What follows belongs to an exercise in optimizing a design on an open flow for small area; a production flow would make more cautious choices.
RTL that was checked went through simulation tests only; none was proved equivalent to the original.
No activity file was given, so power comes from the tool's default toggle rates.

==> flow/design.v (excerpt) <==
module datapath(
    input clk,
    input reset,
    input [1:0] RegSrc,
    input RegWrite,
    input [1:0] ImmSrc,
    input ALUSrc,
    input [1:0] ALUControl,
    input MemToReg,
    input PCSrc,
    output [3:0] ALUFlags,
    output [31:0] PC,
    input [31:0] Instr,
    output [31:0] ALUOutput, WriteData,
    input [31:0] ReadData
);
export LEC_CHECK = 0
export ABC_AREA = 1
export CAP_MARGIN = 10
export CORE_MARGIN = 2
export CORE_UTILIZATION = 50
export GPL_TIMING_DRIVEN = 0
export SETUP_SLACK_MARGIN = 0.2
export SLEW_MARGIN = 10
create_clock -name core_clock -period 11.5 [get_ports {clk}]
standard.sh (not shown) runs the stock make flow with config.mk's settings and CLKGATE_MAP_FILE= SYNTH_SCRIPT=/design/flow/synth_recipe.tcl, a recipe that flattens the netlist after the stock synthesis.
==> flow/flow/run.sh <==
#!/bin/bash
# Own layout flow: the standard ORFS flow (standard.sh, unchanged synthesis script and
# register mapping), with these changes:
#  - ABC maps the combinational logic with an area-oriented script (flow/abc.script);
#    registers are mapped by dfflibmap before ABC, exactly as in the standard synthesis.
#  - port buffers use the smallest buffer cell (repair may still upsize them).
#  - CTS without dummy loads, with smaller sink clusters.
#
set -euo pipefail
W=$PWD
rm -rf "$W/own_scripts"
cp -r "$FLOW_HOME/scripts" "$W/own_scripts"
cp "$W/flow/abc.script" "$W/own_scripts/abc_area.script"
cp "$W/flow/abc.script" "$W/own_scripts/abc_speed.script"
CTS="-sink_clustering_enable -repair_clock_nets -dont_use_dummy_load"
CTS="$CTS -sink_clustering_size 12 -sink_clustering_max_diameter 60"
CTS="$CTS -buf_list sky130_fd_sc_hd__clkbuf_8"
bash "$W/standard.sh" \
  "SCRIPTS_DIR=$W/own_scripts" \
  "BUFFER_PORTS_ARGS=-buffer_cell sky130_fd_sc_hd__buf_1" \
  "CTS_ARGS=$CTS" \
  finish > "$W/own_flow_make.log" 2>&1
==> flow/flow/abc.script <==
&get -n
&st
&dch -f
&nf -a -p
&put
buffer -c
upsize -c
dnsize -c
topo
stime -c
The starting point finished clean.
Change:
--- a/flow/config.mk
+++ b/flow/config.mk
@@ -9 +9 @@
-export CAP_MARGIN = 10
+export CAP_MARGIN = 0
@@ -14 +14 @@
-export SLEW_MARGIN = 10
+export SLEW_MARGIN = 0
Outcome: Worst hold slack stays flat; register-to-register slack is worse by 160 ps; non-clock buffer count falls by 16; clock skew came out higher by 7.6 ps; maximum frequency climbs by 0.42%; sequential cell count is unchanged; final area falls by 0.60%.


== job 3845 ==
Another version of the RTL of datapath (not shown whole).
Size in the first run: ~1900 cells after synthesis, roughly 510 flip-flops, about 0.025 mm² of cells after synthesis.
clock: 11.5 ns
lec_check: 0
abc_area: 1
cap_margin: 0
core_margin: 2
core_utilization: 55
gpl_timing_driven: 0
setup_slack_margin: 0.2
slew_margin: 0
==> flow/flow/run.sh <==
#!/bin/bash
# Own layout flow: the standard ORFS flow (standard.sh, unchanged synthesis script and
# register mapping), with these changes:
#  - ABC maps the combinational logic with an area-oriented script (flow/abc.script);
#    registers are mapped by dfflibmap before ABC, exactly as in the standard synthesis.
#  - port buffers use the smallest buffer cell (repair may still upsize them).
#  - CTS without dummy loads, with smaller sink clusters.
#  - after placement repair, the slew/cap buffers it inserted are shrunk to the
#    smallest size that keeps their nets' slews within 75% of the limit (flow/post_resize.tcl).
#
set -euo pipefail
W=$PWD
rm -rf "$W/own_scripts"
cp -r "$FLOW_HOME/scripts" "$W/own_scripts"
cp "$W/flow/abc.script" "$W/own_scripts/abc_area.script"
cp "$W/flow/abc.script" "$W/own_scripts/abc_speed.script"
CTS="-sink_clustering_enable -repair_clock_nets -dont_use_dummy_load"
CTS="$CTS -sink_clustering_size 14 -sink_clustering_max_diameter 60"
CTS="$CTS -buf_list sky130_fd_sc_hd__clkbuf_8"
bash "$W/standard.sh" \
  "SCRIPTS_DIR=$W/own_scripts" \
  "BUFFER_PORTS_ARGS=-buffer_cell sky130_fd_sc_hd__buf_1" \
  "CTS_ARGS=$CTS" \
  "POST_RESIZE_TCL=$W/flow/post_resize.tcl" \
  finish > "$W/own_flow_make.log" 2>&1
==> flow/flow/post_resize.tcl <==
# repair_design sizes the buffers it inserts for slew and capacitance generously;
# give each the smallest buffer that keeps the slews on its nets at most 75% of the
# limit and leaves no max-slew or max-capacitance violation (setup repair later
# upsizes any that timing needs)
proc own_net_slew_ok {inst limit} {
  foreach p [get_pins -of_objects $inst] {
    set net [get_nets -quiet -of_objects $p]
    if {$net eq ""} continue
    foreach q [get_pins -quiet -of_objects $net] {
      set s [get_property $q slew_max]
      if {$s ne "" && $s > $limit} { return 0 }
    }
  }
  return 1
}
proc own_downsize_repair_buffers {} {
  set sizes {sky130_fd_sc_hd__buf_1 sky130_fd_sc_hd__buf_2 sky130_fd_sc_hd__buf_4
    sky130_fd_sc_hd__buf_6 sky130_fd_sc_hd__buf_8 sky130_fd_sc_hd__buf_12
    sky130_fd_sc_hd__buf_16}
  set limit [expr {0.75 * 1.5}]
  estimate_parasitics -placement
  if {[sta::max_slew_violation_count] != 0 || [sta::max_capacitance_violation_count] != 0} {
    puts "own_downsize: violations before, skipped"
    return
  }
  foreach inst [get_cells -quiet {load_slew* max_cap* wire*}] {
    set orig [get_property $inst ref_name]
    set oi [lsearch $sizes $orig]
    if {$oi <= 0} continue
    for {set i 0} {$i < $oi} {incr i} {
      replace_cell $inst [lindex $sizes $i]
      estimate_parasitics -placement
      if {[sta::max_slew_violation_count] == 0 && [sta::max_capacitance_violation_count] == 0
          && [own_net_slew_ok $inst $limit]} { break }
    }
    if {$i == $oi} {
      replace_cell $inst $orig
      estimate_parasitics -placement
    } else {
      puts "own_downsize: [get_full_name $inst] $orig -> [lindex $sizes $i]"
    }
  }
  report_design_area
}
own_downsize_repair_buffers
Other scripts of this flow, unchanged in this note and not shown: flow/flow/abc.script
Job 3845: flow completed, timing, DRC and antenna clean
The inputs of job 9125 differ from those of job 3845 as listed below.
diff --git a/flow/flow/run.sh b/flow/flow/run.sh
--- a/flow/flow/run.sh
+++ b/flow/flow/run.sh
@@ -7,5 +7,5 @@
 #  - CTS without dummy loads, with smaller sink clusters.
 #  - after placement repair, the slew/cap buffers it inserted are shrunk to the
-#    smallest size that keeps their nets' slews within 75% of the limit (flow/post_resize.tcl).
+#    smallest size that keeps every max-slew and max-capacitance limit (flow/post_resize.tcl).
 #
 set -euo pipefail
==> flow/flow/post_resize.tcl <==
# repair_design sizes the buffers it inserts for slew and capacitance generously;
# give each the smallest buffer that still leaves no max-slew or max-capacitance
# violation (setup repair later upsizes any that timing needs)
proc own_downsize_repair_buffers {} {
  set sizes {sky130_fd_sc_hd__buf_1 sky130_fd_sc_hd__buf_2 sky130_fd_sc_hd__buf_4
    sky130_fd_sc_hd__buf_6 sky130_fd_sc_hd__buf_8 sky130_fd_sc_hd__buf_12
    sky130_fd_sc_hd__buf_16}
  estimate_parasitics -placement
  if {[sta::max_slew_violation_count] != 0 || [sta::max_capacitance_violation_count] != 0} {
    puts "own_downsize: violations before, skipped"
    return
  }
  foreach inst [get_cells -quiet {load_slew* max_cap* wire*}] {
    set orig [get_property $inst ref_name]
    set oi [lsearch $sizes $orig]
    if {$oi <= 0} continue
    for {set i 0} {$i < $oi} {incr i} {
      replace_cell $inst [lindex $sizes $i]
      estimate_parasitics -placement
      if {[sta::max_slew_violation_count] == 0 && [sta::max_capacitance_violation_count] == 0} { break }
    }
    if {$i == $oi} {
      replace_cell $inst $orig
      estimate_parasitics -placement
    } else {
      puts "own_downsize: [get_full_name $inst] $orig -> [lindex $sizes $i]"
    }
  }
  report_design_area
}
own_downsize_repair_buffers
### Flow results
Nothing crashed in job 9125 and all stages finished; the problem is that the final layout failed, the offending checks being max-capacitance violations, max-slew violations. Looking at buffer count excluding the clock tree in the final layout, job 9125 sits 1.5% higher than job 3845 does. Summary: with job 3845 as the reference, logic depth of the worst path, buffers included in job 9125 moved up by a little under 10%. | register-to-register slack | job 9125 vs job 3845 | better |. Comparing job 3845 and job 9125, the lower clock-net power is on job 9125. In terms of final cell utilization of the core, job 3845 and job 9125 differ only marginally. Comparing job 3845 with job 9125, the summed area of non-filler cells in the final layout came out essentially unchanged.
Relative to job 9125, the following input files were edited for job 913:
diff --git a/flow/flow/run.sh b/flow/flow/run.sh
--- a/flow/flow/run.sh
+++ b/flow/flow/run.sh
@@ -6,6 +6,4 @@
 #  - port buffers use the smallest buffer cell (repair may still upsize them).
 #  - CTS without dummy loads, with smaller sink clusters.
-#  - after placement repair, the slew/cap buffers it inserted are shrunk to the
-#    smallest size that keeps every max-slew and max-capacitance limit (flow/post_resize.tcl).
 #
 set -euo pipefail
@@ -22,4 +20,3 @@
   "BUFFER_PORTS_ARGS=-buffer_cell sky130_fd_sc_hd__buf_1" \
   "CTS_ARGS=$CTS" \
-  "POST_RESIZE_TCL=$W/flow/post_resize.tcl" \
   finish > "$W/own_flow_make.log" 2>&1
removed: flow/flow/post_resize.tcl
[summary]
Job 913 went all the way through the flow, and no timing, DRC or antenna check failed.
Clock skew: job 9125 and job 913 compared, lower one is job 913
From job 9125 to job 913 the numbers moved as follows: core utilization +0.69 points; global-route usage +0.19 points; wire length +about 0.55%; fraction of the mapped netlist area in compound gates ~0 delta; number of global-route vias before repair +about 0.66%.
Changes observed in job 913 relative to job 9125: share of total power in the clock network level, max-capacitance violation count lost 1, first-pass iteration count of the detailed router now smaller, combinational group share of total power grew by 0.2 points.


Another version of the RTL of datapath (not shown whole).
For scale: ~2500 cells after synthesis, roughly 510 flip-flops, roughly 180 I/O pins.
clock: 11.5 ns
lec_check: 0
cap_margin: 20
core_margin: 2
core_utilization: 40
slew_margin: 20
run.sh (not shown) runs the stock make flow with config.mk's settings and CLKGATE_MAP_FILE= SYNTH_SCRIPT=/design/flow/synth_recipe.tcl, a recipe that flattens the netlist after the stock synthesis.
Stock flow here: none of the scripts above is used.
Then changed:
Settings changed: GPL_TIMING_DRIVEN set to 0.
Result:
- This time the run finished but fails on setup timing
- synthesized area stays the same
- worst setup slack got worse by 0.37 ns
- routed wire length goes up by about 10%
- total power climbs by about 2.3%
- critical path depth went down by 4
- flip-flop and latch count stays the same
- cell area came out lower by 1.0%
No run of this note included a check of the RTL's function; only the layout flow was run.

## separate check: timing with driven ports
The flow's constraints put no driver on any port. The routed layouts listed below were extracted and timed again, unchanged, in two steps.
Step 1 sets driving cells, clkbuf_16 on the clock port and buf_2 on the other inputs (assumed; they add their load-dependent delay and slew).
Step 2 also shifts input and output timing later by t, the mid clock arrival at the registers, as if the neighbouring blocks saw the same clock.
a / b / c = ideal / step 1 / step 2; a / b = the first two.
run | shift t [ns] | slack for setup (ns) | worst setup path at the end | pins driven straight from the clock port
the first run of note 1 | 0.715 | 0.151 / 0.064 / 0.064 | input to output | 1
the second run of note 1 | 0.705 | 0.199 / 0.127 / 0.127 | input to output | 1
job 3845 | 0.679 | 0.243 / 0.214 / 0.214 | input to output | 1
job 9125 | 0.667 | 0.269 / 0.236 / 0.236 | input to output | 1
job 913 | 0.659 | 0.248 / 0.223 / 0.223 | input to output | 1
the first run of note 3 | 0.678 | 0.359 / 0.337 / 0.337 | input to output | 1
the second run of note 3 | 0.696 | -0.013 / -0.038 / -0.038 | input to output | 1
The setup slack of the first run of note 1, which loses most, moves by -0.087 ns with the drivers and by -0.087 ns with both steps.
